Source: an optimization exercise on an open RTL-to-GDS flow (aim: small area and a short achievable clock period). Production flows keep margins and buffers that such runs may drop. Only simulation tests tie the RTL to the original design; equivalence was not proved.

==> design/flow/config.mk <==
export PLATFORM = sky130hd
export DESIGN_NAME = demapper
export DESIGN_NICKNAME = demapper
export VERILOG_FILES = /design/flow/design.v
export SDC_FILE = /design/flow/constraint.sdc
export NUM_CORES = 4
export LEC_CHECK = 0
export CAP_MARGIN = 20
export CORE_MARGIN = 2
export CORE_UTILIZATION = 40
export SLEW_MARGIN = 20
==> design/flow/constraint.sdc <==
create_clock -name core_clock -period 85.0 [get_ports {clk}]
set_input_delay 17.0000 -clock core_clock [delete_from_list [all_inputs] [get_ports {clk}]]
set_output_delay 17.0000 -clock core_clock [all_outputs]
set_load 0.01 [all_outputs]
==> design/flow/design.v <==
`timescale 1ns / 1ps
module cadd #(parameter W = 24) (
  input [W-1:0] a,
  input [W-1:0] b,
  input m,
  input ci,
  output [W-1:0] s,
  output co
);
  wire [W:0] c;
  wire [W-1:0] bb = b ^ {W{m}};
  assign c[0] = ci;
  genvar k;
  generate for (k = 0; k < W; k = k + 1) begin : g
    assign s[k] = a[k] ^ bb[k] ^ c[k];
    assign c[k+1] = (a[k] & bb[k]) | (c[k] & (a[k] ^ bb[k]));
  end endgenerate
  assign co = c[W];
endmodule
`timescale 1ns / 1ps
module demapper #(
  parameter MAX_BITS = 5
)(
  input clk,
  input rst,                    
  input enable,                 
  input [15:0] x_real,
  input [15:0] x_imag,
  input [3:0]  coding_rate,
  output reg [MAX_BITS-1:0] bits,
  output reg valid_out
);
  reg [15:0] xr_q, xi_q;
  reg [3:0] cr_q;
  always @(posedge clk) begin
    xr_q <= x_real;
    xi_q <= x_imag;
    cr_q <= coding_rate;
  end
  reg [8:0] vp;
  always @(posedge clk) begin
    if (rst) begin
      vp <= 9'd0;
      valid_out <= 1'b0;
    end else begin
      vp <= {vp[7:0], enable};
      valid_out <= vp[8];
    end
  end
  wire [15:0] ax, ay;
  cadd #(.W(16)) u_ax (.a(16'd0), .b(xr_q), .m(xr_q[15]), .ci(xr_q[15]), .s(ax), .co());
  cadd #(.W(16)) u_ay (.a(16'd0), .b(xi_q), .m(xi_q[15]), .ci(xi_q[15]), .s(ay), .co());
  wire big = (|ax[15:8]) | (|ay[15:8]);
  wire xgt = ax[7:0] > ay[7:0];
  wire [7:0] mx = xgt ? ax[7:0] : ay[7:0];
  wire [7:0] mn = xgt ? ay[7:0] : ax[7:0];
  wire [9:0] mag = mx + (mn >> 2) + (mn >> 3) + (mn >> 4) - (mn >> 6) - (mn >> 7);
  reg [9:0] t1, t2;
  always @(*) begin
    case (cr_q)
      4'd3: begin t1 = 10'd57; t2 = 10'd175; end
      4'd4: begin t1 = 10'd59; t2 = 10'd176; end
      4'd5: begin t1 = 10'd62; t2 = 10'd178; end
      4'd6: begin t1 = 10'd63; t2 = 10'd179; end
      default: begin t1 = 10'd54; t2 = 10'd173; end
    endcase
  end
  wire ri_0 = ~big & (mag < t1);           
  wire rm_0 = ~big & ~ri_0 & (mag < t2);   
  wire qx_0 = xr_q[15];
  wire [23:0] x_0 = {ax, 8'd0};
  wire [23:0] y_0 = {xi_q, 8'd0};
  wire s_0 = y_0[23];
  wire [15:0] y1_0; wire y1_0_co;
  wire m0 = ~(s_0 ^ qx_0);
  cadd #(.W(16)) u_y1_0 (.a(y_0[23:8]), .b(xr_q[15:0]), .m(m0), .ci(m0), .s(y1_0), .co(y1_0_co));
  wire [15:0] x1_0; wire x1_0_co;
  cadd #(.W(16)) u_x1_0 (.a(x_0[23:8]), .b({y_0[23:8]}), .m(s_0), .ci(s_0), .s(x1_0), .co(x1_0_co));
  wire [23:0] y_1 = {y1_0, 8'd0};
  wire [23:0] x_1 = {x1_0, 8'd0};
  wire s_1 = y_1[23];
  wire [16:0] y2_0; wire y2_0_co;
  cadd #(.W(17)) u_y2_0 (.a(y_1[23:7]), .b({x_1[23], x_1[23:8]}), .m(~s_1), .ci(~s_1), .s(y2_0), .co(y2_0_co));
  wire [16:0] x2_0; wire x2_0_co;
  cadd #(.W(17)) u_x2_0 (.a(x_1[23:7]), .b({y_1[23], y_1[23:8]}), .m(s_1), .ci(s_1), .s(x2_0), .co(x2_0_co));
  reg [16:0] yl_c1;
  always @(posedge clk) yl_c1 <= y2_0[16:0];
  reg [16:0] xl_c1;
  always @(posedge clk) xl_c1 <= x2_0[16:0];
  reg [0:0] s_c1;
  always @(posedge clk) s_c1 <= s_1;
  reg qx_c1;
  always @(posedge clk) qx_c1 <= qx_0;
  reg ri_c1;
  always @(posedge clk) ri_c1 <= ri_0;
  reg rm_c1;
  always @(posedge clk) rm_c1 <= rm_0;
  reg [1:0] d_c1;
  always @(posedge clk) d_c1 <= {~s_1, ~s_0};
  wire [23:0] y_2 = {yl_c1, 7'd0};
  wire [23:0] x_2 = {xl_c1, 7'd0};
  wire s_2 = y_2[23];
  wire [18:0] y3_0; wire y3_0_co;
  cadd #(.W(19)) u_y3_0 (.a(y_2[23:5]), .b({{2{x_2[23]}}, x_2[23:7]}), .m(~s_2), .ci(~s_2), .s(y3_0), .co(y3_0_co));
  wire [18:0] x3_0; wire x3_0_co;
  cadd #(.W(19)) u_x3_0 (.a(x_2[23:5]), .b({{2{y_2[23]}}, y_2[23:7]}), .m(s_2), .ci(s_2), .s(x3_0), .co(x3_0_co));
  wire [23:0] y_3 = {y3_0, 5'd0};
  wire [23:0] x_3 = {x3_0, 5'd0};
  wire s_3 = y_3[23];
  wire [21:0] y4_0; wire y4_0_co;
  cadd #(.W(22)) u_y4_0 (.a(y_3[23:2]), .b({{3{x_3[23]}}, x_3[23:5]}), .m(~s_3), .ci(~s_3), .s(y4_0), .co(y4_0_co));
  wire [21:0] x4_0; wire x4_0_co;
  cadd #(.W(22)) u_x4_0 (.a(x_3[23:2]), .b({{3{y_3[23]}}, y_3[23:5]}), .m(s_3), .ci(s_3), .s(x4_0), .co(x4_0_co));
  reg [21:0] yl_c3;
  always @(posedge clk) yl_c3 <= y4_0[21:0];
  reg [21:0] xl_c3;
  always @(posedge clk) xl_c3 <= x4_0[21:0];
  reg [0:0] s_c3;
  always @(posedge clk) s_c3 <= s_3;
  reg qx_c3;
  always @(posedge clk) qx_c3 <= qx_c1;
  reg ri_c3;
  always @(posedge clk) ri_c3 <= ri_c1;
  reg rm_c3;
  always @(posedge clk) rm_c3 <= rm_c1;
  reg [3:0] d_c3;
  always @(posedge clk) d_c3 <= {~s_3, ~s_2, ~s_c1[0], d_c1[0]};
  wire [23:0] y_4 = {yl_c3, 2'd0};
  wire [23:0] x_4 = {xl_c3, 2'd0};
  wire s_4 = y_4[23];
  wire [23:0] y5_0; wire y5_0_co;
  cadd #(.W(24)) u_y5_0 (.a(y_4[23:0]), .b({{4{x_4[23]}}, x_4[23:4]}), .m(~s_4), .ci(~s_4), .s(y5_0), .co(y5_0_co));
  wire [23:0] x5_0; wire x5_0_co;
  cadd #(.W(24)) u_x5_0 (.a(x_4[23:0]), .b({{4{y_4[23]}}, y_4[23:4]}), .m(s_4), .ci(s_4), .s(x5_0), .co(x5_0_co));
  wire [23:0] y_5 = {y5_0};
  wire [23:0] x_5 = {x5_0};
  wire s_5 = y_5[23];
  wire [15:0] y6_0; wire y6_0_co;
  cadd #(.W(16)) u_y6_0 (.a(y_5[15:0]), .b({x_5[20:5]}), .m(~s_5), .ci(~s_5), .s(y6_0), .co(y6_0_co));
  wire [15:0] x6_0; wire x6_0_co;
  cadd #(.W(16)) u_x6_0 (.a(x_5[15:0]), .b({y_5[20:5]}), .m(s_5), .ci(s_5), .s(x6_0), .co(x6_0_co));
  reg [15:0] yl_c5;
  always @(posedge clk) yl_c5 <= y6_0[15:0];
  reg [15:0] xl_c5;
  always @(posedge clk) xl_c5 <= x6_0[15:0];
  reg [0:0] cy_c5;
  always @(posedge clk) cy_c5 <= y6_0_co;
  reg [0:0] cx_c5;
  always @(posedge clk) cx_c5 <= x6_0_co;
  reg [7:0] yh_c5;
  always @(posedge clk) yh_c5 <= y_5[23:16];
  reg [7:0] xh_c5;
  always @(posedge clk) xh_c5 <= x_5[23:16];
  wire [23:0] xi_c5 = {xh_c5, 16'd0};
  wire [23:0] yi_c5 = {yh_c5, 16'd0};
  reg [0:0] s_c5;
  always @(posedge clk) s_c5 <= s_5;
  reg qx_c5;
  always @(posedge clk) qx_c5 <= qx_c3;
  reg ri_c5;
  always @(posedge clk) ri_c5 <= ri_c3;
  reg rm_c5;
  always @(posedge clk) rm_c5 <= rm_c3;
  reg [5:0] d_c5;
  always @(posedge clk) d_c5 <= {~s_5, ~s_4, ~s_c3[0], d_c3[2], d_c3[1], d_c3[0]};
  wire [7:0] y6_1; wire y6_1_co;
  cadd #(.W(8)) u_y6_1 (.a(yi_c5[23:16]), .b({{5{xi_c5[23]}}, xi_c5[23:21]}), .m(~s_c5[0]), .ci(cy_c5[0]), .s(y6_1), .co(y6_1_co));
  wire [7:0] x6_1; wire x6_1_co;
  cadd #(.W(8)) u_x6_1 (.a(xi_c5[23:16]), .b({{5{yi_c5[23]}}, yi_c5[23:21]}), .m(s_c5[0]), .ci(cx_c5[0]), .s(x6_1), .co(x6_1_co));
  wire [23:0] y_6 = {y6_1, yl_c5};
  wire [23:0] x_6 = {x6_1, xl_c5};
  wire s_6 = y_6[23];
  wire [23:0] y7_0; wire y7_0_co;
  cadd #(.W(24)) u_y7_0 (.a(y_6[23:0]), .b({{6{x_6[23]}}, x_6[23:6]}), .m(~s_6), .ci(~s_6), .s(y7_0), .co(y7_0_co));
  wire [23:0] x7_0; wire x7_0_co;
  cadd #(.W(24)) u_x7_0 (.a(x_6[23:0]), .b({{6{y_6[23]}}, y_6[23:6]}), .m(s_6), .ci(s_6), .s(x7_0), .co(x7_0_co));
  wire [23:0] y_7 = {y7_0};
  wire [23:0] x_7 = {x7_0};
  wire s_7 = y_7[23];
  wire [5:0] y8_0; wire y8_0_co;
  cadd #(.W(6)) u_y8_0 (.a(y_7[5:0]), .b({x_7[12:7]}), .m(~s_7), .ci(~s_7), .s(y8_0), .co(y8_0_co));
  wire [5:0] x8_0; wire x8_0_co;
  cadd #(.W(6)) u_x8_0 (.a(x_7[5:0]), .b({y_7[12:7]}), .m(s_7), .ci(s_7), .s(x8_0), .co(x8_0_co));
  reg [5:0] yl_c7;
  always @(posedge clk) yl_c7 <= y8_0[5:0];
  reg [5:0] xl_c7;
  always @(posedge clk) xl_c7 <= x8_0[5:0];
  reg [0:0] cy_c7;
  always @(posedge clk) cy_c7 <= y8_0_co;
  reg [0:0] cx_c7;
  always @(posedge clk) cx_c7 <= x8_0_co;
  reg [17:0] yh_c7;
  always @(posedge clk) yh_c7 <= y_7[23:6];
  reg [17:0] xh_c7;
  always @(posedge clk) xh_c7 <= x_7[23:6];
  wire [23:0] xi_c7 = {xh_c7, 6'd0};
  wire [23:0] yi_c7 = {yh_c7, 6'd0};
  reg [0:0] s_c7;
  always @(posedge clk) s_c7 <= s_7;
  reg qx_c7;
  always @(posedge clk) qx_c7 <= qx_c5;
  reg ri_c7;
  always @(posedge clk) ri_c7 <= ri_c5;
  reg rm_c7;
  always @(posedge clk) rm_c7 <= rm_c5;
  reg [7:0] d_c7;
  always @(posedge clk) d_c7 <= {~s_7, ~s_6, ~s_c5[0], d_c5[4], d_c5[3], d_c5[2], d_c5[1], d_c5[0]};
  wire [17:0] y8_1; wire y8_1_co;
  cadd #(.W(18)) u_y8_1 (.a(yi_c7[23:6]), .b({{7{xi_c7[23]}}, xi_c7[23:13]}), .m(~s_c7[0]), .ci(cy_c7[0]), .s(y8_1), .co(y8_1_co));
  wire [17:0] x8_1; wire x8_1_co;
  cadd #(.W(18)) u_x8_1 (.a(xi_c7[23:6]), .b({{7{yi_c7[23]}}, yi_c7[23:13]}), .m(s_c7[0]), .ci(cx_c7[0]), .s(x8_1), .co(x8_1_co));
  wire [23:0] y_8 = {y8_1, yl_c7};
  wire [23:0] x_8 = {x8_1, xl_c7};
  wire s_8 = y_8[23];
  wire [23:0] y9_0; wire y9_0_co;
  cadd #(.W(24)) u_y9_0 (.a(y_8[23:0]), .b({{8{x_8[23]}}, x_8[23:8]}), .m(~s_8), .ci(~s_8), .s(y9_0), .co(y9_0_co));
  wire [23:0] x9_0; wire x9_0_co;
  cadd #(.W(24)) u_x9_0 (.a(x_8[23:0]), .b({{8{y_8[23]}}, y_8[23:8]}), .m(s_8), .ci(s_8), .s(x9_0), .co(x9_0_co));
  reg [23:0] yl_c8;
  always @(posedge clk) yl_c8 <= y9_0[23:0];
  reg [23:0] xl_c8;
  always @(posedge clk) xl_c8 <= x9_0[23:0];
  reg [0:0] s_c8;
  always @(posedge clk) s_c8 <= s_8;
  reg qx_c8;
  always @(posedge clk) qx_c8 <= qx_c7;
  reg ri_c8;
  always @(posedge clk) ri_c8 <= ri_c7;
  reg rm_c8;
  always @(posedge clk) rm_c8 <= rm_c7;
  reg [8:0] d_c8;
  always @(posedge clk) d_c8 <= {~s_8, ~s_c7[0], d_c7[6], d_c7[5], d_c7[4], d_c7[3], d_c7[2], d_c7[1], d_c7[0]};
  wire [23:0] y_9 = {yl_c8};
  wire [23:0] x_9 = {xl_c8};
  wire s_9 = y_9[23];
  wire [23:0] y10_0; wire y10_0_co;
  cadd #(.W(24)) u_y10_0 (.a(y_9[23:0]), .b({{9{x_9[23]}}, x_9[23:9]}), .m(~s_9), .ci(~s_9), .s(y10_0), .co(y10_0_co));
  wire [23:0] x10_0; wire x10_0_co;
  cadd #(.W(24)) u_x10_0 (.a(x_9[23:0]), .b({{9{y_9[23]}}, y_9[23:9]}), .m(s_9), .ci(s_9), .s(x10_0), .co(x10_0_co));
  wire [23:0] y_10 = {y10_0};
  wire [23:0] x_10 = {x10_0};
  wire s_10 = y_10[23];
  wire [15:0] y11_0; wire y11_0_co;
  cadd #(.W(16)) u_y11_0 (.a(y_10[15:0]), .b({{2{x_10[23]}}, x_10[23:10]}), .m(~s_10), .ci(~s_10), .s(y11_0), .co(y11_0_co));
  wire [15:0] x11_0; wire x11_0_co;
  cadd #(.W(16)) u_x11_0 (.a(x_10[15:0]), .b({{2{y_10[23]}}, y_10[23:10]}), .m(s_10), .ci(s_10), .s(x11_0), .co(x11_0_co));
  reg [15:0] yl_c10;
  always @(posedge clk) yl_c10 <= y11_0[15:0];
  reg [15:0] xl_c10;
  always @(posedge clk) xl_c10 <= x11_0[15:0];
  reg [0:0] cy_c10;
  always @(posedge clk) cy_c10 <= y11_0_co;
  reg [0:0] cx_c10;
  always @(posedge clk) cx_c10 <= x11_0_co;
  reg [7:0] yh_c10;
  always @(posedge clk) yh_c10 <= y_10[23:16];
  reg [7:0] xh_c10;
  always @(posedge clk) xh_c10 <= x_10[23:16];
  wire [23:0] xi_c10 = {xh_c10, 16'd0};
  wire [23:0] yi_c10 = {yh_c10, 16'd0};
  reg [0:0] s_c10;
  always @(posedge clk) s_c10 <= s_10;
  reg qx_c10;
  always @(posedge clk) qx_c10 <= qx_c8;
  reg ri_c10;
  always @(posedge clk) ri_c10 <= ri_c8;
  reg rm_c10;
  always @(posedge clk) rm_c10 <= rm_c8;
  reg [10:0] d_c10;
  always @(posedge clk) d_c10 <= {~s_10, ~s_9, ~s_c8[0], d_c8[7], d_c8[6], d_c8[5], d_c8[4], d_c8[3], d_c8[2], d_c8[1], d_c8[0]};
  wire [7:0] y11_1; wire y11_1_co;
  cadd #(.W(8)) u_y11_1 (.a(yi_c10[23:16]), .b({{8{xi_c10[23]}}}), .m(~s_c10[0]), .ci(cy_c10[0]), .s(y11_1), .co(y11_1_co));
  wire [7:0] x11_1; wire x11_1_co;
  cadd #(.W(8)) u_x11_1 (.a(xi_c10[23:16]), .b({{8{yi_c10[23]}}}), .m(s_c10[0]), .ci(cx_c10[0]), .s(x11_1), .co(x11_1_co));
  wire [23:0] y_11 = {y11_1, yl_c10};
  wire [23:0] x_11 = {x11_1, xl_c10};
  wire s_11 = y_11[23];
  wire [23:0] y12_0; wire y12_0_co;
  cadd #(.W(24)) u_y12_0 (.a(y_11[23:0]), .b({{11{x_11[23]}}, x_11[23:11]}), .m(~s_11), .ci(~s_11), .s(y12_0), .co(y12_0_co));
  wire [23:0] x12_0; wire x12_0_co;
  cadd #(.W(24)) u_x12_0 (.a(x_11[23:0]), .b({{11{y_11[23]}}, y_11[23:11]}), .m(s_11), .ci(s_11), .s(x12_0), .co(x12_0_co));
  wire [23:0] y_12 = {y12_0};
  wire [23:0] x_12 = {x12_0};
  wire s_12 = y_12[23];
  wire [5:0] y13_0; wire y13_0_co;
  cadd #(.W(6)) u_y13_0 (.a(y_12[5:0]), .b({x_12[17:12]}), .m(~s_12), .ci(~s_12), .s(y13_0), .co(y13_0_co));
  wire [5:0] x13_0; wire x13_0_co;
  cadd #(.W(6)) u_x13_0 (.a(x_12[5:0]), .b({y_12[17:12]}), .m(s_12), .ci(s_12), .s(x13_0), .co(x13_0_co));
  reg [5:0] yl_c12;
  always @(posedge clk) yl_c12 <= y13_0[5:0];
  reg [5:0] xl_c12;
  always @(posedge clk) xl_c12 <= x13_0[5:0];
  reg [0:0] cy_c12;
  always @(posedge clk) cy_c12 <= y13_0_co;
  reg [0:0] cx_c12;
  always @(posedge clk) cx_c12 <= x13_0_co;
  reg [17:0] yh_c12;
  always @(posedge clk) yh_c12 <= y_12[23:6];
  reg [17:0] xh_c12;
  always @(posedge clk) xh_c12 <= x_12[23:6];
  wire [23:0] xi_c12 = {xh_c12, 6'd0};
  wire [23:0] yi_c12 = {yh_c12, 6'd0};
  reg [0:0] s_c12;
  always @(posedge clk) s_c12 <= s_12;
  reg qx_c12;
  always @(posedge clk) qx_c12 <= qx_c10;
  reg ri_c12;
  always @(posedge clk) ri_c12 <= ri_c10;
  reg rm_c12;
  always @(posedge clk) rm_c12 <= rm_c10;
  reg [12:0] d_c12;
  always @(posedge clk) d_c12 <= {~s_12, ~s_11, ~s_c10[0], d_c10[9], d_c10[8], d_c10[7], d_c10[6], d_c10[5], d_c10[4], d_c10[3], d_c10[2], d_c10[1], d_c10[0]};
  wire [17:0] y13_1; wire y13_1_co;
  cadd #(.W(18)) u_y13_1 (.a(yi_c12[23:6]), .b({{12{xi_c12[23]}}, xi_c12[23:18]}), .m(~s_c12[0]), .ci(cy_c12[0]), .s(y13_1), .co(y13_1_co));
  wire [17:0] x13_1; wire x13_1_co;
  cadd #(.W(18)) u_x13_1 (.a(xi_c12[23:6]), .b({{12{yi_c12[23]}}, yi_c12[23:18]}), .m(s_c12[0]), .ci(cx_c12[0]), .s(x13_1), .co(x13_1_co));
  wire [23:0] y_13 = {y13_1, yl_c12};
  wire [23:0] x_13 = {x13_1, xl_c12};
  wire s_13 = y_13[23];
  wire [23:0] y14_0; wire y14_0_co;
  cadd #(.W(24)) u_y14_0 (.a(y_13[23:0]), .b({{13{x_13[23]}}, x_13[23:13]}), .m(~s_13), .ci(~s_13), .s(y14_0), .co(y14_0_co));
  wire [23:0] x14_0; wire x14_0_co;
  cadd #(.W(24)) u_x14_0 (.a(x_13[23:0]), .b({{13{y_13[23]}}, y_13[23:13]}), .m(s_13), .ci(s_13), .s(x14_0), .co(x14_0_co));
  reg [23:0] yl_c13;
  always @(posedge clk) yl_c13 <= y14_0[23:0];
  reg [9:0] xl_c13;
  always @(posedge clk) xl_c13 <= x14_0[23:14];
  reg [0:0] s_c13;
  always @(posedge clk) s_c13 <= s_13;
  reg qx_c13;
  always @(posedge clk) qx_c13 <= qx_c12;
  reg ri_c13;
  always @(posedge clk) ri_c13 <= ri_c12;
  reg rm_c13;
  always @(posedge clk) rm_c13 <= rm_c12;
  reg [13:0] d_c13;
  always @(posedge clk) d_c13 <= {~s_13, ~s_c12[0], d_c12[11], d_c12[10], d_c12[9], d_c12[8], d_c12[7], d_c12[6], d_c12[5], d_c12[4], d_c12[3], d_c12[2], d_c12[1], d_c12[0]};
  wire [23:0] y_14 = {yl_c13};
  wire [23:0] x_14 = {xl_c13, 14'd0};
  wire s_14 = y_14[23];
  wire [23:0] y15_0; wire y15_0_co;
  cadd #(.W(24)) u_y15_0 (.a(y_14[23:0]), .b({{14{x_14[23]}}, x_14[23:14]}), .m(~s_14), .ci(~s_14), .s(y15_0), .co(y15_0_co));
  wire [23:0] y_15 = {y15_0};
  wire s_15 = y_15[23];
  wire [15:0] dv = {~s_15, ~s_14, ~s_c13[0], d_c13[12], d_c13[11], d_c13[10], d_c13[9], d_c13[8], d_c13[7], d_c13[6], d_c13[5], d_c13[4], d_c13[3], d_c13[2], d_c13[1], d_c13[0]};
  reg [19:0] rom;
  always @(*) begin
    case (dv[5:0])
      6'd0: rom = 20'hE41B9;
      6'd1: rom = 20'hFD3D9;
      6'd2: rom = 20'hF2F1D;
      6'd3: rom = 20'h0C13D;
      6'd4: rom = 20'hEBF27;
      6'd5: rom = 20'h05147;
      6'd6: rom = 20'hFAC8B;
      6'd7: rom = 20'h13EAB;
      6'd8: rom = 20'hE8165;
      6'd9: rom = 20'h01385;
      6'd10: rom = 20'hF6EC9;
      6'd11: rom = 20'h100E9;
      6'd12: rom = 20'hEFED3;
      6'd13: rom = 20'h090F3;
      6'd14: rom = 20'hFEC37;
      6'd15: rom = 20'h17E57;
      6'd16: rom = 20'hE61AF;
      6'd17: rom = 20'hFF3CF;
      6'd18: rom = 20'hF4F13;
      6'd19: rom = 20'h0E133;
      6'd20: rom = 20'hEDF1D;
      6'd21: rom = 20'h0713D;
      6'd22: rom = 20'hFCC81;
      6'd23: rom = 20'h15EA1;
      6'd24: rom = 20'hEA15B;
      6'd25: rom = 20'h0337B;
      6'd26: rom = 20'hF8EBF;
      6'd27: rom = 20'h120DF;
      6'd28: rom = 20'hF1EC9;
      6'd29: rom = 20'h0B0E9;
      6'd30: rom = 20'h00C2D;
      6'd31: rom = 20'h19E4D;
      6'd32: rom = 20'hE51B7;
      6'd33: rom = 20'hFE3D7;
      6'd34: rom = 20'hF3F1B;
      6'd35: rom = 20'h0D13B;
      6'd36: rom = 20'hECF25;
      6'd37: rom = 20'h06145;
      6'd38: rom = 20'hFBC89;
      6'd39: rom = 20'h14EA9;
      6'd40: rom = 20'hE9163;
      6'd41: rom = 20'h02383;
      6'd42: rom = 20'hF7EC7;
      6'd43: rom = 20'h110E7;
      6'd44: rom = 20'hF0ED1;
      6'd45: rom = 20'h0A0F1;
      6'd46: rom = 20'hFFC35;
      6'd47: rom = 20'h18E55;
      6'd48: rom = 20'hE71AD;
      6'd49: rom = 20'h003CD;
      6'd50: rom = 20'hF5F11;
      6'd51: rom = 20'h0F131;
      6'd52: rom = 20'hEEF1B;
      6'd53: rom = 20'h0813B;
      6'd54: rom = 20'hFDC7F;
      6'd55: rom = 20'h16E9F;
      6'd56: rom = 20'hEB159;
      6'd57: rom = 20'h04379;
      6'd58: rom = 20'hF9EBD;
      6'd59: rom = 20'h130DD;
      6'd60: rom = 20'hF2EC7;
      6'd61: rom = 20'h0C0E7;
      6'd62: rom = 20'h01C2B;
      6'd63: rom = 20'h1AE4B;
    endcase
  end
  wire [19:0] ang = rom + {8'd0, dv[6], dv[7], dv[8], dv[9], dv[10], dv[11], dv[12], dv[13], dv[14], dv[15], 2'b00};
  localparam [19:0] PI = 20'h3243F;
  reg [19:0] angq;
  always @(*) begin
    case ({qx_c13, ~dv[0]})    
      2'b00: angq = ang;
      2'b01: angq = PI + PI + ang;
      default: angq = PI - ang;
    endcase
  end
  wire [11:0] a12 = angq[19:8];
  reg [4:0] lab;
  reg [11:0] dv2;
  always @(*) begin
    if (ri_c13) begin
      if      (a12 < 12'd402)  lab = 5'b10001;
      else if (a12 < 12'd804)  lab = 5'b10101;
      else if (a12 < 12'd1206) lab = 5'b10111;
      else                     lab = 5'b10011;
      dv2 = 12'd0;
    end else if (rm_c13) begin
      dv2 = (a12 < 12'd134) ? a12 + 12'd1474 : a12 - 12'd134;
      if      (dv2 < 12'd134)  lab = 5'b00000;
      else if (dv2 < 12'd268)  lab = 5'b00001;
      else if (dv2 < 12'd402)  lab = 5'b00101;
      else if (dv2 < 12'd536)  lab = 5'b00100;
      else if (dv2 < 12'd670)  lab = 5'b10100;
      else if (dv2 < 12'd804)  lab = 5'b10110;
      else if (dv2 < 12'd938)  lab = 5'b00110;
      else if (dv2 < 12'd1072) lab = 5'b00111;
      else if (dv2 < 12'd1206) lab = 5'b00011;
      else if (dv2 < 12'd1340) lab = 5'b00010;
      else if (dv2 < 12'd1474) lab = 5'b10010;
      else                     lab = 5'b10000;
    end else begin
      dv2 = (a12 < 12'd151) ? a12 + 12'd1457 : a12 - 12'd151;
      if      (dv2 < 12'd100)  lab = 5'b11001;
      else if (dv2 < 12'd201)  lab = 5'b01001;
      else if (dv2 < 12'd301)  lab = 5'b01101;
      else if (dv2 < 12'd402)  lab = 5'b11101;
      else if (dv2 < 12'd502)  lab = 5'b01100;
      else if (dv2 < 12'd603)  lab = 5'b11100;
      else if (dv2 < 12'd703)  lab = 5'b11110;
      else if (dv2 < 12'd804)  lab = 5'b01110;
      else if (dv2 < 12'd904)  lab = 5'b11111;
      else if (dv2 < 12'd1005) lab = 5'b01111;
      else if (dv2 < 12'd1105) lab = 5'b01011;
      else if (dv2 < 12'd1206) lab = 5'b11011;
      else if (dv2 < 12'd1306) lab = 5'b01010;
      else if (dv2 < 12'd1407) lab = 5'b11010;
      else if (dv2 < 12'd1507) lab = 5'b11000;
      else                     lab = 5'b01000;
    end
  end
  always @(posedge clk) bits <= lab;
endmodule
==> design/flow/run.sh <==
#!/bin/bash
# synth_recipe.tcl (not shown) runs the flow's synth.tcl, then flattens the netlist and writes it again
# the make line also repeats each setting of config.mk as NAME=value (left out here)
make -C /OpenROAD-flow-scripts/flow DESIGN_CONFIG=/design/flow/config.mk WORK_HOME=/design/flow/orfs CLKGATE_MAP_FILE= SYNTH_SCRIPT=/design/flow/synth_recipe.tcl finish
==> results of run 1 <==
## state kept, by name (all words and copies together) (netlist names), 17 cells and up
register and count:
xl_c3 22, yl_c3 22, yh_c7 17, xl_c8 24, xl_c1 17, yl_c1 17
xh_c12 18, xh_c7 18, yl_c13 24, yh_c12 17, yl_c8 24
## through the flow
step	instances
6_report	4046
5_1_grt	4046
4_1_cts	4046
3_5_place_dp	3945
3_3_place_gp	3945
2_1_floorplan	2887
## logic make-up after synthesis
logic type	Yosys count	share of synthesized area [%]
flip-flops	509	30.50
AND/OR/NAND/NOR	336	5.124
buffers and inverters	432	4.884
AO/OA/AOI/OAI	364	7.895
XOR/XNOR	524	13.93
multiplexers	23	0.7041
adder cells (fa/ha/maj)	699	36.97
## final cells by class
cell class | instances | area [µm²] | share of cell area [%]
Multi-Input combinational cell | 1946 | 21720 | 58.46
Sequential cell | 509 | 10190 | 27.44
Clock buffer | 80 | 1629 | 4.386
Tap cell | 1070 | 1339 | 3.604
Inverter | 345 | 1295 | 3.486
Timing Repair Buffer | 75 | 673.1 | 1.812
Clock inverter | 21 | 299.0 | 0.8051
## synthesized netlist by cell type (4+ instances only)
library cell | instances | area [µm²]
dfxtp_1 | 509 | 10190
fa_1 | 480 | 9609
inv_1 | 344 | 1291
xnor2_1 | 288 | 2522
xor2_1 | 230 | 2014
ha_1 | 219 | 2740
nor2_1 | 81 | 304.0
a21oi_1 | 78 | 390.4
nand2_1 | 69 | 259.0
clkbuf_1 | 61 | 229.0
o21ai_0 | 59 | 295.3
nor3_1 | 33 | 165.2
nand3_1 | 30 | 150.1
a21o_1 | 27 | 202.7
o211ai_1 | 27 | 202.7
nor2b_1 | 22 | 137.6
nand2b_1 | 20 | 125.1
mux2i_1 | 19 | 190.2
buf_1 | 18 | 67.56
a31oi_1 | 16 | 100.1
a211oi_1 | 15 | 112.6
or3_1 | 13 | 81.33
and2_1 | 11 | 68.82
nor4_1 | 11 | 68.82
and3_1 | 9 | 56.30
o31ai_1 | 9 | 67.56
a211o_1 | 8 | 70.07
buf_2 | 8 | 40.04
nand4_1 | 8 | 50.05
o21ai_1 | 8 | 40.04
o21bai_1 | 8 | 60.06
o31a_1 | 8 | 70.07
o21a_1 | 7 | 52.55
o22ai_1 | 6 | 37.54
o311a_1 | 6 | 60.06
or2_2 | 6 | 37.54
o2111ai_1 | 5 | 43.79
o211a_1 | 5 | 50.05
a2111oi_0 | 4 | 35.03
a21boi_0 | 4 | 30.03
a22o_1 | 4 | 35.03
mux2_2 | 4 | 45.04
nor4b_1 | 4 | 35.03
o2111a_1 | 4 | 45.04
o32ai_1 | 4 | 35.03
## how the worst max path moves through the flow
stage	startpoint	to	slack, ns	cells after the start
after CTS	bits[0]	bits[0]	66.47	1
after global placement	rst	vp[0]	67.14	2
after detailed placement	rst	vp[5]	67.11	2
final	bits[0]	bits[0]	66.53	1
after floorplan	bits[0]	bits[0]	67.67	0
after global routing	bits[3]	bits[3]	66.46	1
## metal layers
metal  vias to the layer above  global-route usage [%]
met5                         -                       0
met4                         0                   3.727
met3                        81                   2.080
met2                       272                   24.18
met1                      9219                   19.68
li1                       9401                       -
## placed cells by master, fill, tap and decap left out, drive strengths merged, types with 27 or more instances in the layout
cell type / Yosys / layout
nand2: 69 / 69
o21ai: 68 / 68
a21oi: 80 / 80
buf: 26 / 31
fa: 480 / 480
o211ai: 31 / 31
nor2: 81 / 81
inv: 344 / 349
xnor2: 292 / 292
a21o: 27 / 27
clkbuf: 61 / 80
nor3: 33 / 33
nand3: 31 / 31
ha: 219 / 219
dfxtp: 509 / 509
xor2: 231 / 231
clkdlybuf4s50: 0 / 44
==> results.json, run 1 <==
{
  "hold_start": "ri_c5",
  "worst_setup_path_end_kind": "primary output",
  "syn_area_mm2": 0.03341,
  "async_reset_ff_share_pct": 0,
  "cp.arrival_ns": 1.47,
  "routed_via_density": 4.689,
  "worst_slack_ns": 66.53,
  "firstDrtPassIters": 5,
  "setup_viol": 0,
  "slew_viol_final": 0,
  "worstHoldPathCells": 0,
  "cp_data_required_time_ns": 68.00,
  "rsz0062_at_grt": "no",
  "hold_slack_ns": 0.3211,
  "final_util_pct": 45.09,
  "yosysWarnings": 1,
  "nFillCells": 7636,
  "fin_crit_sh_pct": 21.73,
  "worstMarginPinSlew_ns": 1.052,
  "synthToLayoutAreaGrowth_pct": 11.19,
  "placed_cell_area_mm2": 0.03520,
  "gp_congestion": 0.8663,
  "path_cells": "clkdlybuf4s50_1",
  "ys_ff_latch": 509,
  "cts_tree": "built",
  "r2r-end": "yl_c13[23]",
  "slew_headroom_pct": 28.07,
  "cts_resized": 0,
  "fp.dieArea_mm2": 0.08585,
  "clock_skew_ns": 0.05707,
  "clkTransAtPathRegs_ns": 0.07,
  "vias": 18970,
  "cts_num_sinks": 509,
  "ys.flop_type": "dfxtp_1",
  "row_count": 105,
  "reg2reg_setup_slack_ns": 68.57,
  "finalWirelength_um": 59670,
  "period_minus_slack_ns": 18.47,
  "overflow": 0,
  "synth_area_per_cell_um2": 11.57,
  "grtUsageTotal_pct": 14.46,
  "cts_buffers": 54,
  "wl_met3_um": 2211,
  "wl_met2_um": 28860,
  "antenna_found_initial": 1,
  "syn_nets": 3625,
  "worstSkewPairLatency_ns": 0.63,
  "synth_edf_count": 0,
  "die_w_um": 293.0,
  "finalNetCount": 3669,
  "die_height_um": 293.0,
  "crit_buf_inv": 1,
  "maxCapViolations": 0,
  "hold_end": "ri_c7",
  "diodes": 0,
  "wl_met1_um": 27350,
  "drc": 0,
  "num_io_pins": 45,
  "numPortBuffers": 44,
  "hold_viol": 0,
  "drive_gt1_share_pct": 5.981,
  "crit_slowest_cell": "clkdlybuf4s50_1",
  "avgRoutedWirePerCell_um": 14.75,
  "crit_type": "flip-flop to primary output",
  "drtIter0Drc": 828,
  "pre_cts_ws_ns": 67.11,
  "syn_inst": 2887,
  "grt_pass1_wl_um": 102100,
  "r2r-start": "s_c12",
  "cts_max_path_buffers": 3,
  "synth.distinct_cells": 92,
  "status": "finished clean",
  "fin_area_mm2": 0.03714,
  "core_mm2": 0.08237,
  "cts.hold.buffers_added": 0,
  "setup_tns_ns": 0,
  "dpl.hpwl_um": 49060,
  "cts-root-buf": "clkbuf_16",
  "fmax_mhz": 54.13,
  "final_antenna_net_count": 0,
  "cpLargestDelayFamily": "buffers and inverters",
  "grt_pass1_vias": 20210,
  "start_util_pct": 40.56,
  "cts_setup_buffers": 0,
  "cpPeakStageDelay_ns": 0.54,
  "grt_max_degree": 42,
  "highest_layer": "met4",
  "r2r_cells": 47,
  "synth_seq_area_share_pct": 30.50,
  "h-tree-depth": 2,
  "critPathLaunchType": "flip-flop",
  "worstHoldPathType": "flip-flop to flip-flop",
  "critPathMaxFanout": 1
}
==> inputs of run 2 (changes only) <==
==> design/flow/flow/run.sh (new file) <==
#!/bin/bash
# The standard layout, with plain buffers (buf_2) on the ports instead of the
# delay buffers buffer_ports picks by default. Everything else is the standard flow's own flow.
set -euo pipefail
bash standard.sh "BUFFER_PORTS_ARGS=-buffer_cell sky130_fd_sc_hd__buf_2" finish > standard_flow.log 2>&1
==> design/flow/standard.sh (new file) <==
#!/bin/bash
# synth_recipe.tcl (not shown) runs the flow's synth.tcl, then flattens the netlist and writes it again
# the make line also repeats each setting of config.mk as NAME=value (left out here)
make -C /OpenROAD-flow-scripts/flow DESIGN_CONFIG=/design/flow/config.mk WORK_HOME=/design/flow/orfs CLKGATE_MAP_FILE= SYNTH_SCRIPT=/design/flow/synth_recipe.tcl "${@:-finish}"
--- a/design/flow/config.mk
+++ b/design/flow/config.mk
@@ -9,3 +9,5 @@
 export CORE_MARGIN = 2
-export CORE_UTILIZATION = 40
+export CORE_UTILIZATION = 60
+export CTS_BUF_LIST = sky130_fd_sc_hd__clkbuf_4 sky130_fd_sc_hd__clkbuf_8
+export CTS_CLUSTER_SIZE = 20
 export SLEW_MARGIN = 20
removed: design/flow/run.sh
==> results.json, run 2 <==
{
  "row_count": 86,
  "critPathMaxFanout": 1,
  "clock_skew_ns": 0.06981,
  "cp.arrival_ns": 1.08,
  "slew_viol_final": 0,
  "syn_area_mm2": 0.03341,
  "grt_pass1_wl_um": 105500,
  "cp_data_required_time_ns": 68.00,
  "vias": 19490,
  "overflow": 0,
  "worstHoldPathType": "flip-flop to flip-flop",
  "dpl.hpwl_um": 51270,
  "antenna_found_initial": 1,
  "num_io_pins": 45,
  "crit_buf_inv": 1,
  "numPortBuffers": 44,
  "final_cell_mix": "506 x dfxtp_1, 479 x fa_1, 344 x inv_1",
  "cpPeakStageDelay_ns": 0.31,
  "path_cells": "buf_2",
  "clkTransAtPathRegs_ns": 0.06,
  "placed_cell_area_mm2": 0.03454,
  "drtIter0Drc": 887,
  "async_reset_ff_share_pct": 0,
  "yosysWarnings": 1,
  "status": "finished clean",
  "rsz0062_at_grt": "no",
  "final_common_cell": "dfxtp_1",
  "top_regs": "xl_c8 x24, yl_c13 x24, yl_c8 x24",
  "synth_xor_area_share_pct": 13.93,
  "start_util_pct": 60.64,
  "synth.distinct_cells": 92,
  "cts_resized": 0,
  "final_util_pct": 66.09,
  "maxCapViolations": 0,
  "cts.hold.buffers_added": 0,
  "synth_edf_count": 0,
  "ys_top_cells_by_count": "509 x dfxtp_1, 480 x fa_1, 344 x inv_1",
  "synth_top_family_by_area": "adder cells",
  "ys_ff_latch": 509,
  "synthMuxAreaShare_pct": 0.7041,
  "slew_headroom_pct": 34.65,
  "yosys.area_share.simple_pct": 5.124,
  "grtUsageTotal_pct": 23.04,
  "cts_tree": "built",
  "hold_viol": 0,
  "core_mm2": 0.05509,
  "synth-compound-area-share_pct": 7.895,
  "fp.dieArea_mm2": 0.05758,
  "drc": 0,
  "grt_max_degree": 42,
  "finalNetCount": 3693,
  "die_height_um": 240.0,
  "grt_pass1_vias": 20920,
  "ys.flop_type": "dfxtp_1",
  "synth_most_common_cell": "dfxtp_1",
  "synth_adder_area_share_pct": 36.97,
  "crit_type": "flip-flop to primary output",
  "worstMarginPinSlew_ns": 0.9733,
  "cpLargestDelayFamily": "flip-flops",
  "synth_top_area_cell": "dfxtp_1",
  "avgRoutedWirePerCell_um": 16.57,
  "synth_top_area_share_pct": 30.50,
  "cts_max_path_buffers": 3,
  "gp_congestion": 0.8821,
  "cts-root-buf": "clkbuf_8",
  "worstSkewPairLatency_ns": 0.69,
  "syn_nets": 3625,
  "final_antenna_net_count": 0,
  "synth_seq_area_share_pct": 30.50,
  "die_w_um": 240.0,
  "h-tree-depth": 3,
  "cts_num_sinks": 509,
  "fin_crit_sh_pct": 21.27,
  "critPathLaunchType": "flip-flop",
  "synth_area_per_cell_um2": 11.57,
  "period_minus_slack_ns": 18.08,
  "crit_slowest_cell": "dfxtp_1",
  "firstDrtPassIters": 5,
  "cts_setup_buffers": 0,
  "cts_buffers": 82,
  "setup_tns_ns": 0,
  "synthToLayoutAreaGrowth_pct": 8.985,
  "fmax_mhz": 55.31,
  "synth_area_leaders": "dfxtp_1 31%, fa_1 29%, ha_1 8.2%, xnor2_1 7.6%, xor2_1 6.0%",
  "fin_area_mm2": 0.03641,
  "setup_viol": 0,
  "finalWirelength_um": 62450,
  "drive_gt1_share_pct": 9.007,
  "worst_setup_path_end_kind": "primary output",
  "syn_inst": 2887,
  "routed_via_density": 5.172
}
==> run 2: cell counts after synthesis <==
Identical to the previous run, type by type.
==> run 2: final cells by class <==
class	instances	area [µm²]
repair buffers	71	422.9
clock inverters	32	396.6
diodes	1	2.502
flip-flops and latches	509	10190
clock buffers	117	1473
multi-input cells	1946	21690
inverters	345	1295
fillers	4337	18680
well taps	748	935.9
==> run 2: cells by family (layout without fill, tap and decap cells) <==
group	after synthesis	in the layout
mux	23	23
fa+ha+maj	699	699
xor+xnor	524	524
flops	509	509
compound gates	364	364
simple gates	336	336
buf+inv	432	565
other cells	0	1
==> run 2: worst paths after layout <==
check               start         end  slack, ns  cells after the start
setup / recovery  bits[1]     bits[1]      66.92                      1
hold / removal    d_c8[4]    d_c10[4]       0.29                      0
setup reg to reg    s_c12  yl_c13[23]      68.56                     47
hold reg to reg   d_c8[4]    d_c10[4]       0.29                      0
==> run 2: per-layer routing <==
layer  share of wire (%)  GRT usage, %
met1                  44         30.69
met2                  50         39.23
met3                 4.1         3.559
met4                 2.1         6.456
met5                   0             0
==> run 2: through the flow <==
step | std cells | hold WS (ns) | setup slack (ns)
2_1_floorplan | 2887 | 0.3096 | 67.67
3_3_place_gp | 3619 | 0.3104 | 67.60
3_5_place_dp | 3619 | 0.3121 | 67.59
4_1_cts | 3768 | 0.2996 | 66.84
5_1_grt | 3769 | 0.3061 | 66.84
6_report | 3769 | 0.2911 | 66.92
==> inputs of run 3 (changes only) <==
--- a/design/flow/config.mk
+++ b/design/flow/config.mk
@@ -9,5 +9,3 @@
 export CORE_MARGIN = 2
-export CORE_UTILIZATION = 60
-export CTS_BUF_LIST = sky130_fd_sc_hd__clkbuf_4 sky130_fd_sc_hd__clkbuf_8
-export CTS_CLUSTER_SIZE = 20
+export CORE_UTILIZATION = 40
 export SLEW_MARGIN = 20
==> results.json, run 3 <==
{
  "synth_area_leaders": "dfxtp_1 31%, fa_1 29%, ha_1 8.2%, xnor2_1 7.6%, xor2_1 6.0%",
  "cp.arrival_ns": 1.05,
  "reg2reg_setup_slack_ns": 68.49,
  "setup_tns_ns": 0,
  "nFillCells": 7666,
  "fmax_mhz": 55.41,
  "crit_buf_inv": 1,
  "gp_congestion": 0.8650,
  "cts.hold.buffers_added": 0,
  "clock_skew_ns": 0.06263,
  "pre_cts_ws_ns": 67.59,
  "cpLargestDelayFamily": "flip-flops",
  "die_height_um": 293.0,
  "clkTransAtPathRegs_ns": 0.06,
  "finalNetCount": 3671,
  "drtIter0Drc": 805,
  "async_reset_ff_share_pct": 0,
  "fp.dieArea_mm2": 0.08585,
  "overflow": 0,
  "critPathLaunchType": "flip-flop",
  "die_w_um": 293.0,
  "grt_max_degree": 42,
  "worst_setup_path_end_kind": "primary output",
  "hold_viol": 0,
  "syn_area_mm2": 0.03341,
  "drive_gt1_share_pct": 7.325,
  "synth_edf_count": 0,
  "cts_resized": 0,
  "vias": 18920,
  "cts-root-buf": "clkbuf_16",
  "crit_type": "flip-flop to primary output",
  "drc": 0,
  "status": "finished clean",
  "path_cells": "buf_2",
  "diodes": 0,
  "rsz0062_at_grt": "no",
  "ys.flop_type": "dfxtp_1",
  "cts_num_sinks": 509,
  "slew_headroom_pct": 28.21,
  "grt_pass1_vias": 20220,
  "crit_slowest_cell": "dfxtp_1",
  "ys_ff_latch": 509,
  "numPortBuffers": 44,
  "setup_viol": 0,
  "h-tree-depth": 2,
  "final_common_cell": "dfxtp_1",
  "dpl.hpwl_um": 48810,
  "place_inst": 3944,
  "num_io_pins": 45,
  "yosysWarnings": 1,
  "final_cell_mix": "506 x dfxtp_1, 479 x fa_1, 344 x inv_1",
  "synth_top_area_share_pct": 30.50,
  "synth_area_per_cell_um2": 11.57,
  "cts_tree": "built",
  "synth.distinct_cells": 92,
  "ys_top_cells_by_count": "509 x dfxtp_1, 480 x fa_1, 344 x inv_1",
  "cts_max_path_buffers": 3,
  "synth_seq_area_share_pct": 30.50,
  "fin_crit_sh_pct": 21.23,
  "worst_slack_ns": 66.95,
  "grt_pass1_wl_um": 102500,
  "stdcell_count": 4046,
  "firstDrtPassIters": 5,
  "avgRoutedWirePerCell_um": 14.74,
  "syn_inst": 2887,
  "core_mm2": 0.08237,
  "multi_input_comb_area_mm2": 0.02173,
  "final_antenna_net_count": 0,
  "start_util_pct": 40.56,
  "syn_nets": 3625,
  "slew_viol_final": 0,
  "antenna_found_initial": 0,
  "period_minus_slack_ns": 18.05,
  "cts_buffers": 57,
  "worstSkewPairLatency_ns": 0.65,
  "synthToLayoutAreaGrowth_pct": 10.83,
  "cp_data_required_time_ns": 68.00,
  "synth_most_common_cell": "dfxtp_1",
  "worstMarginPinSlew_ns": 1.060,
  "grtUsageTotal_pct": 14.57,
  "finalWirelength_um": 59640,
  "cts_setup_buffers": 0,
  "cpPeakStageDelay_ns": 0.31,
  "row_count": 105,
  "synth_top_area_cell": "dfxtp_1",
  "routed_via_density": 4.677,
  "top_regs": "xl_c8 x24, yl_c13 x24, yl_c8 x24",
  "critPathMaxFanout": 1,
  "seq_area_mm2": 0.01019,
  "maxCapViolations": 0,
  "worstHoldPathType": "flip-flop to flip-flop"
}
[run 3: cell counts after synthesis]
No cell type changed its count.
[run 3: area by class of cell]
cell class	count	area share (%)
Tap cell	1070	3.616
Clock buffer	80	4.383
Clock inverter	22	1.095
Sequential cell	509	27.53
Inverter	345	3.498
Multi-Input combinational cell	1946	58.68
Timing Repair Buffer	74	1.196
[run 3: logic make-up (layout without fill, tap and decap cells)]
family	count (synthesis)	count (layout)	share of synthesized area [%]
flip-flops	509	509	30.50
AO/OA/AOI/OAI	364	364	7.895
XOR/XNOR	524	524	13.93
buffers and inverters	432	521	4.884
AND/OR/NAND/NOR	336	336	5.124
adder cells (fa/ha/maj)	699	699	36.97
multiplexers	23	23	0.7041
[run 3: metal layers]
| metal | vias to the layer above | track usage, % | part of all wire (%) |
|---|---|---|---|
| li1 | 9400 | - | - |
| met1 | 9152 | 19.45 | 46 |
| met2 | 284 | 24.27 | 48 |
| met3 | 88 | 2.806 | 4.5 |
| met4 | 0 | 3.827 | 2.0 |
| met5 | - | 0 | 0 |
[run 3: path summary, 6_finish.rpt]
kind / from / end / cells past startpoint
hold / removal: d_c10[2] / d_c12[2] / 0
setup reg to reg: s_c12 / yl_c13[23] / 47
setup / recovery: bits[0] / bits[0] / 1
hold reg to reg: d_c10[2] / d_c12[2] / 0
[run 3: through the flow]
stage	utilization, %	cell area, µm²	hold WS [ns]
4_1_cts	44.92	37000	0.3172
5_1_grt	44.95	37030	0.3213
2_1_floorplan	-	33410	0.3096
3_3_place_gp	42.45	34970	0.3099
3_5_place_dp	42.45	34970	0.3121
6_report	44.95	37030	0.3191
==> inputs of run 4 (changes only) <==
--- a/design/flow/config.mk
+++ b/design/flow/config.mk
@@ -10,2 +10,5 @@
 export CORE_UTILIZATION = 40
+export CTS_BUF_LIST = sky130_fd_sc_hd__clkbuf_16
+export CTS_CLUSTER_DIAMETER = 50
+export CTS_CLUSTER_SIZE = 22
 export SLEW_MARGIN = 20
==> results.json, run 4 <==
{
  "cts_resized": 0,
  "ys_top_cells_by_count": "509 x dfxtp_1, 480 x fa_1, 344 x inv_1",
  "drive_gt1_share_pct": 8.063,
  "cts_buffers": 61,
  "synth_top_area_share_pct": 30.50,
  "hold_slack_ns": 0.2913,
  "final_common_cell": "dfxtp_1",
  "place_inst": 3944,
  "synth_area_per_cell_um2": 11.57,
  "fmax_mhz": 55.39,
  "maxCapViolations": 0,
  "crit_type": "flip-flop to primary output",
  "cpPeakStageDelay_ns": 0.30,
  "worst_setup_path_end_kind": "primary output",
  "synth_area_leaders": "dfxtp_1 31%, fa_1 29%, ha_1 8.2%, xnor2_1 7.6%, xor2_1 6.0%",
  "slew_viol_final": 0,
  "synth_top_area_cell": "dfxtp_1",
  "worstMarginPinSlew_ns": 1.085,
  "cp_data_required_time_ns": 68.00,
  "grt_max_degree": 42,
  "cts-root-buf": "clkbuf_16",
  "drc": 0,
  "finalNetCount": 3675,
  "rsz0062_at_grt": "no",
  "cts_setup_buffers": 0,
  "cts_tree": "built",
  "synth_most_common_cell": "dfxtp_1",
  "row_count": 105,
  "drtIter0Drc": 698,
  "stdcell_count": 4059,
  "async_reset_ff_share_pct": 0,
  "clkTransAtPathRegs_ns": 0.07,
  "avgRoutedWirePerCell_um": 14.59,
  "vias": 19020,
  "die_w_um": 293.0,
  "syn_area_mm2": 0.03341,
  "grt_pass1_wl_um": 102000,
  "synth_edf_count": 0,
  "dpl.hpwl_um": 48810,
  "core_mm2": 0.08237,
  "numPortBuffers": 44,
  "grt_pass1_vias": 20210,
  "start_util_pct": 40.56,
  "ys.flop_type": "dfxtp_1",
  "yosysWarnings": 1,
  "clock_skew_ns": 0.06040,
  "path_cells": "buf_2",
  "critPathLaunchType": "flip-flop",
  "fin_crit_sh_pct": 21.24,
  "cts.hold.buffers_added": 0,
  "setup_viol": 0,
  "top_regs": "xl_c8 x24, yl_c13 x24, yl_c8 x24",
  "h-tree-depth": 2,
  "overflow": 0,
  "cts_max_path_buffers": 3,
  "slew_headroom_pct": 26.51,
  "status": "finished clean",
  "num_io_pins": 45,
  "worstHoldPathType": "flip-flop to flip-flop",
  "finalWirelength_um": 59230,
  "synthToLayoutAreaGrowth_pct": 11.81,
  "fp.dieArea_mm2": 0.08585,
  "cp.arrival_ns": 1.05,
  "synth.distinct_cells": 92,
  "final_cell_mix": "506 x dfxtp_1, 479 x fa_1, 346 x inv_1",
  "syn_nets": 3625,
  "cts_num_sinks": 509,
  "period_minus_slack_ns": 18.05,
  "routed_via_density": 4.685,
  "grtUsageTotal_pct": 14.46,
  "setup_tns_ns": 0,
  "ys_ff_latch": 509,
  "firstDrtPassIters": 5,
  "antenna_found_initial": 0,
  "synth_seq_area_share_pct": 30.50,
  "critPathMaxFanout": 1,
  "die_height_um": 293.0,
  "syn_inst": 2887,
  "cpLargestDelayFamily": "flip-flops",
  "crit_buf_inv": 1,
  "final_antenna_net_count": 0,
  "crit_slowest_cell": "dfxtp_1",
  "hold_viol": 0,
  "gp_congestion": 0.8650,
  "diodes": 0,
  "worstSkewPairLatency_ns": 0.65
}
==> run 4: cell counts after synthesis <==
No cell type changed its count.
==> run 4: kinds of logic after synthesis <==
kind of cell / count (synthesis) / synth area share, %
AOI/OAI and AO/OA: 364 / 7.895
xor gates and xnor gates: 524 / 13.93
adders and majority gates: 699 / 36.97
buffers and inverters: 432 / 4.884
DFF: 509 / 30.50
muxes: 23 / 0.7041
and+or+nand+nor: 336 / 5.124
==> run 4: path summary, 6_finish.rpt <==
| kind | depth (start not counted) | endpoint | startpoint | slack (ns) |
|---|---|---|---|---|
| max | 1 | valid_out | valid_out | 66.95 |
| min | 0 | d_c10[6] | d_c8[6] | 0.29 |
| max reg2reg | 47 | yl_c13[23] | s_c12 | 68.45 |
| min reg2reg | 0 | d_c10[6] | d_c8[6] | 0.29 |
==> run 4: area by class of cell <==
cell class	instances	area [µm²]
Tap cell	1070	1339
Fill cell	7634	45020
Clock buffer	61	1526
Multi-Input combinational cell	1946	21730
Sequential cell	509	10190
Inverter	345	1295
Timing Repair Buffer	74	442.9
Clock inverter	54	829.5
==> run 4: through the flow <==
step / util [%] / cell area [µm²] / setup slack [ns]
after CTS: 45.31 / 37330 / 66.90
after global placement: 42.45 / 34970 / 67.60
after detailed placement: 42.45 / 34970 / 67.59
final: 45.35 / 37350 / 66.95
after floorplan: - / 33410 / 67.67
after global routing: 45.35 / 37350 / 66.89
==> run 4: metal layers <==
| metal | up-vias | share of wire [%] | GRT usage (%) |
|---|---|---|---|
| li1 | 9445 | - | - |
| met1 | 9201 | 46 | 19.43 |
| met2 | 285 | 48 | 24.06 |
| met3 | 86 | 4.3 | 2.700 |
| met4 | 0 | 2.0 | 3.602 |
| met5 | - | 0 | 0 |
==> inputs of run 5 (changes only) <==
--- a/design/flow/config.mk
+++ b/design/flow/config.mk
@@ -10,5 +10,5 @@
 export CORE_UTILIZATION = 40
-export CTS_BUF_LIST = sky130_fd_sc_hd__clkbuf_16
-export CTS_CLUSTER_DIAMETER = 50
-export CTS_CLUSTER_SIZE = 22
+export CTS_BUF_LIST = sky130_fd_sc_hd__clkbuf_8
+export CTS_CLUSTER_DIAMETER = 60
+export CTS_CLUSTER_SIZE = 18
 export SLEW_MARGIN = 20
==> results.json, run 5 <==
{
  "cpPeakStageDelay_ns": 0.33,
  "synthToLayoutAreaGrowth_pct": 7.764,
  "finalWirelength_um": 58730,
  "clkTransAtPathRegs_ns": 0.10,
  "period_minus_slack_ns": 18.10,
  "grt_max_degree": 42,
  "worstSkewPairLatency_ns": 0.66,
  "grt_pass1_vias": 19970,
  "hold_viol": 0,
  "synth_xor_area_share_pct": 13.93,
  "die_w_um": 293.0,
  "synth_top_family_by_area": "adder cells",
  "critPathMaxFanout": 1,
  "final_antenna_net_count": 0,
  "core_mm2": 0.08237,
  "worstHoldPathCells": 0,
  "fmax_mhz": 55.26,
  "synth.distinct_cells": 92,
  "fin_crit_sh_pct": 21.29,
  "routed_via_density": 4.694,
  "h-tree-depth": 2,
  "r2r_cells": 47,
  "hold_end": "d_c8[0]",
  "gp_congestion": 0.8650,
  "crit_type": "flip-flop to primary output",
  "cpLargestDelayFamily": "flip-flops",
  "synth-compound-area-share_pct": 7.895,
  "firstDrtPassIters": 7,
  "hold_slack_ns": 0.3128,
  "drtIter0Drc": 753,
  "status": "finished clean",
  "cts_setup_buffers": 0,
  "synth_top_area_share_pct": 30.50,
  "antenna_found_initial": 1,
  "hold_start": "d_c7[0]",
  "row_count": 105,
  "yosysWarnings": 1,
  "ys.flop_type": "dfxtp_1",
  "synth_edf_count": 0,
  "yosys.area_share.simple_pct": 5.124,
  "cts_resized": 0,
  "cts-root-buf": "clkbuf_8",
  "place_inst": 3944,
  "worstMarginPinSlew_ns": 1.043,
  "cp_data_required_time_ns": 68.00,
  "r2r-end": "yl_c13[23]",
  "vias": 18880,
  "syn_inst": 2887,
  "reg2reg_setup_slack_ns": 68.51,
  "start_util_pct": 40.56,
  "drive_gt1_share_pct": 6.881,
  "cts_num_sinks": 509,
  "grtUsageTotal_pct": 14.34,
  "path_cells": "buf_2",
  "syn_area_mm2": 0.03341,
  "ys_top_cells_by_count": "509 x dfxtp_1, 480 x fa_1, 344 x inv_1",
  "setup_tns_ns": 0,
  "overflow": 0,
  "setup_viol": 0,
  "rsz0062_at_grt": "no",
  "crit_path_start": "bits[0]",
  "drc": 0,
  "slew_headroom_pct": 29.34,
  "numPortBuffers": 44,
  "die_height_um": 293.0,
  "cts_max_path_buffers": 3,
  "synth_top_area_cell": "dfxtp_1",
  "nFillCells": 7814,
  "critPathLaunchType": "flip-flop",
  "finalNetCount": 3660,
  "cts.hold.buffers_added": 0,
  "maxCapViolations": 0,
  "stdcell_count": 4021,
  "synth_seq_area_share_pct": 30.50,
  "slew_viol_final": 0,
  "async_reset_ff_share_pct": 0,
  "cts_tree": "built",
  "final_common_cell": "dfxtp_1",
  "r2r-start": "s_c12",
  "clock_skew_ns": 0.04024,
  "ys_ff_latch": 509,
  "worstHoldPathType": "flip-flop to flip-flop",
  "num_io_pins": 45,
  "synth_area_leaders": "dfxtp_1 31%, fa_1 29%, ha_1 8.2%, xnor2_1 7.6%, xor2_1 6.0%",
  "final_cell_mix": "506 x dfxtp_1, 479 x fa_1, 345 x inv_1",
  "synthMuxAreaShare_pct": 0.7041,
  "synth_area_per_cell_um2": 11.57,
  "syn_nets": 3625,
  "top_regs": "xl_c8 x24, yl_c13 x24, yl_c8 x24",
  "worst_setup_path_end_kind": "primary output",
  "fp.dieArea_mm2": 0.08585,
  "synth_most_common_cell": "dfxtp_1",
  "grt_pass1_wl_um": 101100,
  "cts_buffers": 46,
  "avgRoutedWirePerCell_um": 14.61,
  "dpl.hpwl_um": 48810,
  "cp.arrival_ns": 1.10,
  "synth_adder_area_share_pct": 36.97,
  "crit_buf_inv": 1,
  "crit_slowest_cell": "dfxtp_1"
}
run 5: cell counts after synthesis:
Identical to the previous run, type by type.
run 5: cell type report:
cell class                      instances  area (µm²)  share of cell area (%)
Clock inverter                         27       326.6                  0.9071
Inverter                              345        1295                   3.597
Multi-Input combinational cell       1946       21730                   60.35
Clock buffer                           49       674.4                   1.873
Timing Repair Buffer                   74       442.9                   1.230
Sequential cell                       509       10190                   28.31
Tap cell                             1070        1339                   3.719
Antenna cell                            1       2.502                0.006951
run 5: kinds of logic after synthesis:
kind of cell | Yosys count
xor+xnor | 524
flops | 509
buf+inv | 432
simple gates | 336
mux | 23
fa+ha+maj | 699
compound gates | 364
run 5: layer usage:
metal	GRT usage (%)	vias to the layer above	part of all wire, %
li1	-	9367	-
met1	19.40	9154	46
met2	23.84	263	48
met3	2.496	92	4.1
met4	3.602	0	2.0
met5	0	-	0
run 5: worst max path at each step:
stage	end	slack, ns	cells past startpoint
after CTS	bits[0]	66.84	1
after detailed placement	bits[0]	67.59	1
after global placement	valid_out	67.60	1
after floorplan	bits[0]	67.67	0
after global routing	bits[0]	66.84	1
final	bits[0]	66.90	1
run 5: per-stage QoR:
stage          util, %  instance area [µm²]  setup slack, ns
4_1_cts          43.67                35970            66.84
5_1_grt          43.70                36000            66.84
3_3_place_gp     42.45                34970            67.60
2_1_floorplan        -                33410            67.67
6_report         43.70                36000            66.90
3_5_place_dp     42.45                34970            67.59

[port drivers added, routing unchanged]
No port has a modelled driver above. Below, the same layouts with a new extraction and two added sets of constraints.
Step 1, drivers: a clkbuf_16 drives clk and a buf_2 each remaining input, both assumed.
Step 2 times the ports against the registers' clock, not the clock port: input delays grow and output delays shrink by t, the midpoint of the rising clock arrivals with the driver on.
Three values: ideal, step 1, step 2; two values: the first two.
run | t, ns | slack for setup (ns) | hold slack, ns | slew at the worst register clock pin (ns)
run 1 | 0.665 | 66.526 / 66.463 / 67.128 | 0.321 / 0.321 / 0.321 | 0.07 / 0.07
run 2 | 0.718 | 66.920 / 66.861 / 67.579 | 0.291 / 0.291 / 0.291 | 0.07 / 0.07
run 3 | 0.679 | 66.952 / 66.891 / 67.571 | 0.319 / 0.319 / 0.319 | 0.07 / 0.07
run 4 | 0.678 | 66.946 / 66.885 / 67.564 | 0.291 / 0.291 / 0.291 | 0.08 / 0.08
run 5 | 0.696 | 66.903 / 66.844 / 67.540 | 0.313 / 0.313 / 0.313 | 0.11 / 0.11
After both steps every run listed still meets setup and hold.
